This design comes from an exercise in tuning for small area on the open sky130 flow, not from production work.
Where RTL was checked, it was by simulation tests only, not by an equivalence proof against the original.
No driver is modelled on the clock port, so clock power and skew are understated where the tree is cut down; a real chip needs a root buffer or a tree.

==> try-indigo: inputs <==
==> flow/design.v <==
`timescale 1ns / 1ns
module vga_sync_gen
(
input wire          CLK,
input wire          RST,
output wire         GEN_ACTIVE,
output wire  [23:0] GEN_RGB,
output wire  [10:0] GEN_HCNT,
output wire         GEN_HSYNC,
output wire         GEN_HSYNCP,
output wire  [10:0] GEN_VCNT,
output wire         GEN_VSYNC,
output wire         GEN_VSYNCP,
input wire   [10:0] V_FRONT_PORCH,
input wire   [10:0] V_SYNC,
input wire   [10:0] V_BACK_PORCH,
input wire   [10:0] V_ACTIVE,
input wire          V_SYNC_POL,
input wire   [10:0] H_FRONT_PORCH,
input wire   [10:0] H_SYNC,
input wire   [10:0] H_BACK_PORCH,
input wire   [10:0] H_ACTIVE,
input wire          H_SYNC_POL
);
reg   [1:0] ph_h;
reg   [1:0] ph_v;
reg         h_run;       
reg  [10:0] cnt_h;
reg  [10:0] cnt_v;
reg         active_h;    
reg         active_h2;   
reg         active_v;    
reg         active_v2;   
reg         sync_h;
reg         sync_v;
reg         sync_hp;
reg         sync_vp;
reg  [10:0] xa;          
reg  [10:0] ya;          
wire        h_sync  = (ph_h == 2'b01);
wire        h_bp    = (ph_h == 2'b11);
wire        h_act   = (ph_h == 2'b10);
wire        h_fp    = (ph_h == 2'b00);
wire        v_sync  = (ph_v == 2'b01);
wire        v_bp    = (ph_v == 2'b11);
wire        v_act   = (ph_v == 2'b10);
wire        v_fp    = (ph_v == 2'b00);
wire        h_last  = (cnt_h == 11'd1);
wire        v_last  = (cnt_v == 11'd1);
wire        fsm_tic = h_fp & h_last & !active_h & h_run;
wire        v_next  = fsm_tic & v_last;
wire        cv_d    = active_h2 & !active_h;
always @(posedge CLK or posedge RST)
    if(RST) begin
        ph_h  <= 2'b00;
        h_run <= 1'b0;
    end else begin
        h_run <= 1'b1;
        if(h_last) ph_h <= {ph_h[0], !ph_h[1]};
    end
always @(posedge CLK or posedge RST)
    if(RST)             ph_v  <= 2'b00;
    else if(v_next)     ph_v  <= {ph_v[0], !ph_v[1]};
wire [10:0] h_bz;
assign h_bz[0] = 1'b1;
genvar gi;
generate for (gi = 1; gi < 11; gi = gi + 1) begin : g_hbz
    assign h_bz[gi] = h_bz[gi-1] & !cnt_h[gi-1];
end endgenerate
wire [10:0] h_dec = cnt_h ^ h_bz;
always @(posedge CLK or posedge RST)
    if(RST) cnt_h <= 11'd1;
    else cnt_h <= h_dec
           | ({11{h_fp   & h_last}} & H_SYNC)
           | ({11{h_sync & h_last}} & H_BACK_PORCH)
           | ({11{h_bp   & h_last}} & H_ACTIVE)
           | ({11{h_act  & h_last}} & H_FRONT_PORCH);
wire [10:0] v_bz;
assign v_bz[0] = fsm_tic;
generate for (gi = 1; gi < 11; gi = gi + 1) begin : g_vbz
    assign v_bz[gi] = v_bz[gi-1] & !cnt_v[gi-1];
end endgenerate
wire [10:0] v_dec = cnt_v ^ v_bz;
always @(posedge CLK or posedge RST)
    if(RST) cnt_v <= 11'd1;
    else cnt_v <= v_dec
           | ({11{fsm_tic & v_fp   & v_last}} & V_SYNC)
           | ({11{fsm_tic & v_sync & v_last}} & V_BACK_PORCH)
           | ({11{fsm_tic & v_bp   & v_last}} & V_ACTIVE)
           | ({11{fsm_tic & v_act  & v_last}} & V_FRONT_PORCH);
always @(posedge CLK or posedge RST)
    if(RST) begin
        active_h  <= 1'b0;
        active_h2 <= 1'b0;
        active_v  <= 1'b0;
        active_v2 <= 1'b0;
        sync_h    <= 1'b0;
        sync_v    <= 1'b0;
        sync_hp   <= 1'b0;
        sync_vp   <= 1'b0;
    end else begin
        active_h  <= h_act;
        active_h2 <= active_h;
        active_v  <= v_act;
        active_v2 <= active_v;
        sync_h    <= h_sync;
        sync_v    <= v_sync;
        sync_hp   <= h_sync ~^ H_SYNC_POL;
        sync_vp   <= v_sync ~^ V_SYNC_POL;
    end
wire [10:0] xc;
wire [10:0] yc;
assign xc[0] = 1'b1;
assign yc[0] = cv_d;
generate for (gi = 1; gi < 11; gi = gi + 1) begin : g_inc
    assign xc[gi] = xc[gi-1] & xa[gi-1];
    assign yc[gi] = yc[gi-1] & ya[gi-1];
end endgenerate
wire [10:0] cnt_ha = (xa ^ xc) & {11{active_h2}};
wire [10:0] cnt_va = (ya ^ yc) & {11{active_v2}};
always @(posedge CLK) begin
    xa <= cnt_ha;
    ya <= cnt_va;
end
wire  [7:0] test_y = xa[7:0];
wire        white  = h_run & ((xa[3:0] == 4'd0) | (ya[3:0] == 4'd0));
wire        sel_r  = h_run & !ya[5];
wire        sel_g  = h_run & !ya[4];
wire        sel_b  = h_run & (ya[5] ~^ ya[4]);
assign GEN_ACTIVE  = active_h & active_v;
assign GEN_RGB     = {{8{white}} | ({8{sel_r}} & test_y),
                      {8{white}} | ({8{sel_g}} & test_y),
                      {8{white}} | ({8{sel_b}} & test_y)};
assign GEN_HCNT    = cnt_ha;
assign GEN_VCNT    = cnt_va;
assign GEN_HSYNC   = sync_h;
assign GEN_VSYNC   = sync_v;
assign GEN_HSYNCP  = sync_hp;
assign GEN_VSYNCP  = sync_vp;
endmodule
==> flow/flow/run.sh <==
#!/bin/bash
# Layout flow: the standard ORFS flow (standard.sh) with these changes.
#  1. Synthesis is the standard flow's synthesis script (synth_recipe.tcl) with ABC's
#     mapping step tried with each area-oriented script flow/abc*.script,
#     keeping the smallest netlist (flow/area_synth.tcl), and without ORFS's
#     full/half-adder cell mapping, so ABC maps the adders too. The registers
#     and their names are those of the standard synthesis.
#  2. Port buffers are the smallest buffer, sky130_fd_sc_hd__buf_1.
#  3. The clock tree is built from small clock buffers, without dummy loads.
# Each tool's output goes to a log of its own in this folder (synth.log,
# standard.log) and to ORFS's logs under orfs/logs.
set -euo pipefail
W=$(pwd)
export AREA_ABC_SCRIPTS="$W/flow/abc1.script $W/flow/abc2.script $W/flow/abc3.script $W/flow/abc4.script $W/flow/abc5.script $W/flow/abc6.script"
export FLOW_SYNTH_TCL=$W/synth_recipe.tcl
export BUFFER_PORTS_ARGS="-buffer_cell sky130_fd_sc_hd__buf_1"
export CTS_ARGS="-sink_clustering_enable -repair_clock_nets -buf_list sky130_fd_sc_hd__clkbuf_4 -root_buf sky130_fd_sc_hd__clkbuf_4 -sink_clustering_size 20 -dont_use_dummy_load"

sed "s#SYNTH_SCRIPT=[^ ]*#SYNTH_SCRIPT=$W/flow/area_synth.tcl ADDER_MAP_FILE=#" standard.sh > area_synth.sh
bash area_synth.sh synth > synth.log 2>&1
bash standard.sh finish > standard.log 2>&1
==> flow/flow/abc1.script <==
strash
dc2
dch -f
amap
strash
dch -f
amap
topo
==> flow/flow/abc2.script <==
strash
&get -n
&deepsyn -T 30
&put
dch -f
amap
strash
dch -f
amap
topo
==> flow/flow/abc3.script <==
strash
balance
rewrite -z
refactor -z
rewrite -z
dch -f
amap
strash
dch -f
amap
topo
==> flow/flow/abc4.script <==
strash
dc2
dch -f
amap
strash
dc2
dch -f
amap
strash
dc2
dch -f
amap
strash
dc2
dch -f
amap
topo
==> flow/flow/abc5.script <==
strash
&get -n
&deepsyn -T 30 -S 1
&put
dch -f
amap
strash
dch -f
amap
topo
==> flow/flow/abc6.script <==
strash
&get -n
&deepsyn -T 30 -S 2
&put
dch -f
amap
strash
dch -f
amap
topo
==> flow/flow/area_synth.tcl <==
# The standard flow's synthesis script (synth_recipe.tcl, unchanged) with ABC's technology
# mapping done by area-oriented scripts: abc is run once with each script in
# $AREA_ABC_SCRIPTS on the same netlist, and the smallest result is kept.
# Only the abc call changes: the flip-flops, their names and every other
# synthesis step stay as in the standard synthesis.
proc abc_area_of { } {
  set f $::env(OBJECTS_DIR)/abc_area_stat.txt
  set lib_args {}
  foreach l $::env(LIB_FILES) {
    lappend lib_args -liberty $l
  }
  yosys tee -q -o $f stat {*}$lib_args
  set fh [open $f r]
  set txt [read $fh]
  close $fh
  if { ![regexp {Chip area for module [^:]*: *([0-9.]+)} $txt -> area] } {
    error "no area in stat output"
  }
  return $area
}

proc abc {args} {
  set i [lsearch -exact $args -script]
  yosys design -save pre_abc
  set best_area ""
  foreach s $::env(AREA_ABC_SCRIPTS) {
    yosys design -load pre_abc
    lset args [expr { $i + 1 }] $s
    yosys abc {*}$args
    set area [abc_area_of]
    puts "AREA_ABC: $s -> $area"
    if { $best_area eq "" || $area < $best_area } {
      set best_area $area
      set best $s
      yosys design -save best_abc
    }
  }
  puts "AREA_ABC: kept $best ($best_area)"
  yosys design -load best_abc
}
source $::env(FLOW_SYNTH_TCL)
==> flow/standard.sh <==
#!/bin/bash
# synth_recipe.tcl (not shown) runs the flow's synth.tcl, then flattens the netlist and writes it again
# the make line also repeats each setting of config.mk as NAME=value (left out here)
make -C /OpenROAD-flow-scripts/flow DESIGN_CONFIG=/design/flow/config.mk WORK_HOME=/design/flow/orfs CLKGATE_MAP_FILE= SYNTH_SCRIPT=/design/flow/synth_recipe.tcl "${@:-finish}"
==> flow/config.mk <==
export PLATFORM = sky130hd
export DESIGN_NAME = vga_sync_gen
export DESIGN_NICKNAME = vga_sync_gen
export VERILOG_FILES = /design/flow/design.v
export SDC_FILE = /design/flow/constraint.sdc
export NUM_CORES = 4
export LEC_CHECK = 0
export CAP_MARGIN = 20
export CORE_MARGIN = 2
export CORE_UTILIZATION = 40
export GPL_TIMING_DRIVEN = 0
export SLEW_MARGIN = 20
==> flow/constraint.sdc <==
create_clock -name core_clock -period 5.0 [get_ports {CLK}]
set_input_delay 1.0000 -clock core_clock [delete_from_list [all_inputs] [get_ports {CLK}]]
set_output_delay 1.0000 -clock core_clock [all_outputs]
set_load 0.01 [all_outputs]
==> inputs of try-fjord, as changes to try-indigo <==
--- a/flow/design.v
+++ b/flow/design.v
@@ -61,13 +61,7 @@
 always @(posedge CLK or posedge RST)
     if(RST)             ph_v  <= 2'b00;
     else if(v_next)     ph_v  <= {ph_v[0], !ph_v[1]};
-wire [10:0] h_bz;
-assign h_bz[0] = 1'b1;
-genvar gi;
-generate for (gi = 1; gi < 11; gi = gi + 1) begin : g_hbz
-    assign h_bz[gi] = h_bz[gi-1] & !cnt_h[gi-1];
-end endgenerate
-wire [10:0] h_dec = cnt_h ^ h_bz;
+wire [10:0] h_dec = cnt_h - 11'd1;
 always @(posedge CLK or posedge RST)
     if(RST) cnt_h <= 11'd1;
     else cnt_h <= h_dec
@@ -75,12 +69,7 @@
            | ({11{h_sync & h_last}} & H_BACK_PORCH)
            | ({11{h_bp   & h_last}} & H_ACTIVE)
            | ({11{h_act  & h_last}} & H_FRONT_PORCH);
-wire [10:0] v_bz;
-assign v_bz[0] = fsm_tic;
-generate for (gi = 1; gi < 11; gi = gi + 1) begin : g_vbz
-    assign v_bz[gi] = v_bz[gi-1] & !cnt_v[gi-1];
-end endgenerate
-wire [10:0] v_dec = cnt_v ^ v_bz;
+wire [10:0] v_dec = cnt_v - {10'd0, fsm_tic};
 always @(posedge CLK or posedge RST)
     if(RST) cnt_v <= 11'd1;
     else cnt_v <= v_dec
@@ -108,16 +97,8 @@
         sync_hp   <= h_sync ~^ H_SYNC_POL;
         sync_vp   <= v_sync ~^ V_SYNC_POL;
     end
-wire [10:0] xc;
-wire [10:0] yc;
-assign xc[0] = 1'b1;
-assign yc[0] = cv_d;
-generate for (gi = 1; gi < 11; gi = gi + 1) begin : g_inc
-    assign xc[gi] = xc[gi-1] & xa[gi-1];
-    assign yc[gi] = yc[gi-1] & ya[gi-1];
-end endgenerate
-wire [10:0] cnt_ha = (xa ^ xc) & {11{active_h2}};
-wire [10:0] cnt_va = (ya ^ yc) & {11{active_v2}};
+wire [10:0] cnt_ha = (xa + 11'd1) & {11{active_h2}};
+wire [10:0] cnt_va = (ya + {10'd0, cv_d}) & {11{active_v2}};
 always @(posedge CLK) begin
     xa <= cnt_ha;
     ya <= cnt_va;
==> flow/flow/run.sh (replaced) <==
#!/bin/bash
# Layout flow: the standard ORFS flow (standard.sh) with these changes.
#  1. Synthesis is the standard flow's synthesis script (synth_recipe.tcl) with ABC's
#     mapping step tried with each area-oriented script flow/abc*.script,
#     keeping the smallest netlist (flow/area_synth.tcl), and without ORFS's
#     full/half-adder cell mapping, so ABC maps the adders too. The registers
#     and their names are those of the standard synthesis.
#  2. Port buffers are the smallest buffer, sky130_fd_sc_hd__buf_1.
#  3. The clock reaches the registers through a two-level buffer tree built
#     by flow/clock_tree.tcl (run before CTS in place of TritonCTS): four
#     leaf clock buffers, each at the centre of a quarter of the registers,
#     and one root buffer on the CLK port.
# Each tool's output goes to a log of its own in this folder (synth.log,
# standard.log) and to ORFS's logs under orfs/logs.
set -euo pipefail
W=$(pwd)
export AREA_ABC_SCRIPTS="$W/flow/abc1.script $W/flow/abc2.script $W/flow/abc3.script $W/flow/abc4.script"
export FLOW_SYNTH_TCL=$W/synth_recipe.tcl
export BUFFER_PORTS_ARGS="-buffer_cell sky130_fd_sc_hd__buf_1"
export PRE_CTS_TCL=$W/flow/clock_tree.tcl
export CLOCK_LEAVES=4
export CLOCK_LEAF_CELL=sky130_fd_sc_hd__clkbuf_8
export CLOCK_ROOT_CELL=sky130_fd_sc_hd__clkbuf_2

sed "s#SYNTH_SCRIPT=[^ ]*#SYNTH_SCRIPT=$W/flow/area_synth.tcl ADDER_MAP_FILE=#" standard.sh > area_synth.sh
bash area_synth.sh synth > synth.log 2>&1
bash standard.sh finish > standard.log 2>&1
==> flow/flow/clock_tree.tcl (new file) <==
# PRE_CTS hook: clock distribution for this small design, in place of
# TritonCTS's buffer tree (clock_tree_synthesis is redefined below, so
# cts.tcl's call builds this instead). The register clock pins are split by
# recursive median bisection (alternating x and y) into $CLOCK_LEAVES groups;
# each group is driven by one leaf clock buffer at the group's centre, and one
# root clock buffer on the CLK port drives the leaf buffers. Every register
# sees the same path: CLK port, root buffer, one leaf buffer.
proc clock_bisect { pins depth axis } {
  if { $depth == 0 || [llength $pins] < 2 } {
    return [list $pins]
  }
  set idx [expr { $axis + 1 }]
  set sorted [lsort -real -index $idx $pins]
  set half [expr { [llength $sorted] / 2 }]
  set a [lrange $sorted 0 [expr { $half - 1 }]]
  set b [lrange $sorted $half end]
  set next [expr { 1 - $axis }]
  return [concat [clock_bisect $a [expr { $depth - 1 }] $next] \
    [clock_bisect $b [expr { $depth - 1 }] $next]]
}

proc clock_tree_synthesis { args } {
  set dbu [[ord::get_db_block] getDbUnitsPerMicron]
  set pins {}
  foreach pin [get_pins -of_objects [get_nets CLK] -filter "direction == input"] {
    set box [[[sta::sta_to_db_pin $pin] getInst] getBBox]
    set x [expr { ([$box xMin] + [$box xMax]) / 2.0 / $dbu }]
    set y [expr { ([$box yMin] + [$box yMax]) / 2.0 / $dbu }]
    lappend pins [list $pin $x $y]
  }
  set depth [expr { int(round(log($::env(CLOCK_LEAVES)) / log(2))) }]
  set groups [clock_bisect $pins $depth 0]
  set leaf_locs {}
  set k 0
  foreach group $groups {
    set sx 0.0
    set sy 0.0
    set gpins {}
    foreach p $group {
      lassign $p pin x y
      lappend gpins $pin
      set sx [expr { $sx + $x }]
      set sy [expr { $sy + $y }]
    }
    set n [llength $group]
    set loc [list [expr { $sx / $n }] [expr { $sy / $n }]]
    lappend leaf_locs $loc
    puts "clock_tree: leaf $k drives $n clock pins from $loc"
    insert_buffer -buffer_cell $::env(CLOCK_LEAF_CELL) -net CLK -load_pins $gpins \
      -location $loc -buffer_name clkbuf_leaf_$k -net_name clk_leaf_$k
    incr k
  }
  set sx 0.0
  set sy 0.0
  foreach loc $leaf_locs {
    set sx [expr { $sx + [lindex $loc 0] }]
    set sy [expr { $sy + [lindex $loc 1] }]
  }
  set loc [list [expr { $sx / $k }] [expr { $sy / $k }]]
  puts "clock_tree: root drives $k leaf buffers from $loc"
  insert_buffer -buffer_cell $::env(CLOCK_ROOT_CELL) -net CLK \
    -location $loc -buffer_name clkbuf_root -net_name clk_root
  set_propagated_clock [all_clocks]
}
Settings changed: CAP_MARGIN 20 to 0, CORE_UTILIZATION 40 to 60, SLEW_MARGIN 20 to 0.
removed: flow/flow/abc5.script
removed: flow/flow/abc6.script
==> summary.txt <==
* Area post-placement at 3290 µm²
* Measured slew at the worst slew-check pin at 1180 ps
* Most frequent cells after synthesis: nor2_1, clkinv_1, dfrtp_1
* Simple-gate share of the synthesized area at 0.189
* Crit path arrival time at 4670 ps
* Status: no timing/DRC/antenna violations
* Commonest cells after routing, fill and taps aside: buf_1, nor2_1, clkinv_1
* Count leader, synth: nor2_1
* Share of post-route cells with drive strength above 1 at 0.0263
* GRT Total Usage at 0.256
* FP Rows at 24
* Final hold slack at 390 ps
* Die Y at 71.0 µm
Source of the figures above: try-fjord

==> summary.txt <==
* Count leader, synth: clkinv_1
* Share of post-route cells with drive strength above 1 at 0.0397
* Area post-placement at 3420 µm²
* Status: no timing/DRC/antenna violations
* Measured slew at the worst slew-check pin at 1020 ps
* Commonest cells after routing, fill and taps aside: buf_1, clkinv_1, nor2_1
* Final hold slack at 388 ps
* GRT Total Usage at 0.196
* Simple-gate share of the synthesized area at 0.214
* Die Y at 86.9 µm
* FP Rows at 30
Source of the figures above: try-indigo

Function not checked in try-indigo: the RTL went through the layout flow alone. The clock cells of try-fjord come from the design's own scripts or RTL, not from TritonCTS.

==> static timing again, ports no longer ideal <==
Ports are ideal in the flow. The routed layouts listed here were re-timed in OpenROAD. Step 1 sets driving cells, clkbuf_16 on the clock port and buf_2 on the other inputs (assumed; they add their load-dependent delay and slew). Step 2 moves the port delays by t, midway between the first and last clock arrival at a register: inputs arrive t later, outputs are due t later. That takes back most of the time a late clock gives input paths. Three values: ideal, step 1, step 2; two values: the first two.
run | t, ns | slack for setup (ns) | hold slack, ns | worst setup path after step 2 | worst register clock-pin slew, ns
try-indigo | 0.401 | 0.338 / 0.338 / 0.338 | 0.388 / 0.388 / 0.388 | register to register | 0.11 / 0.11
try-fjord | 0.411 | 0.645 / 0.645 / 0.645 | 0.390 / 0.390 / 0.390 | register to register | 0.10 / 0.10
After both steps every run listed still meets setup and hold.
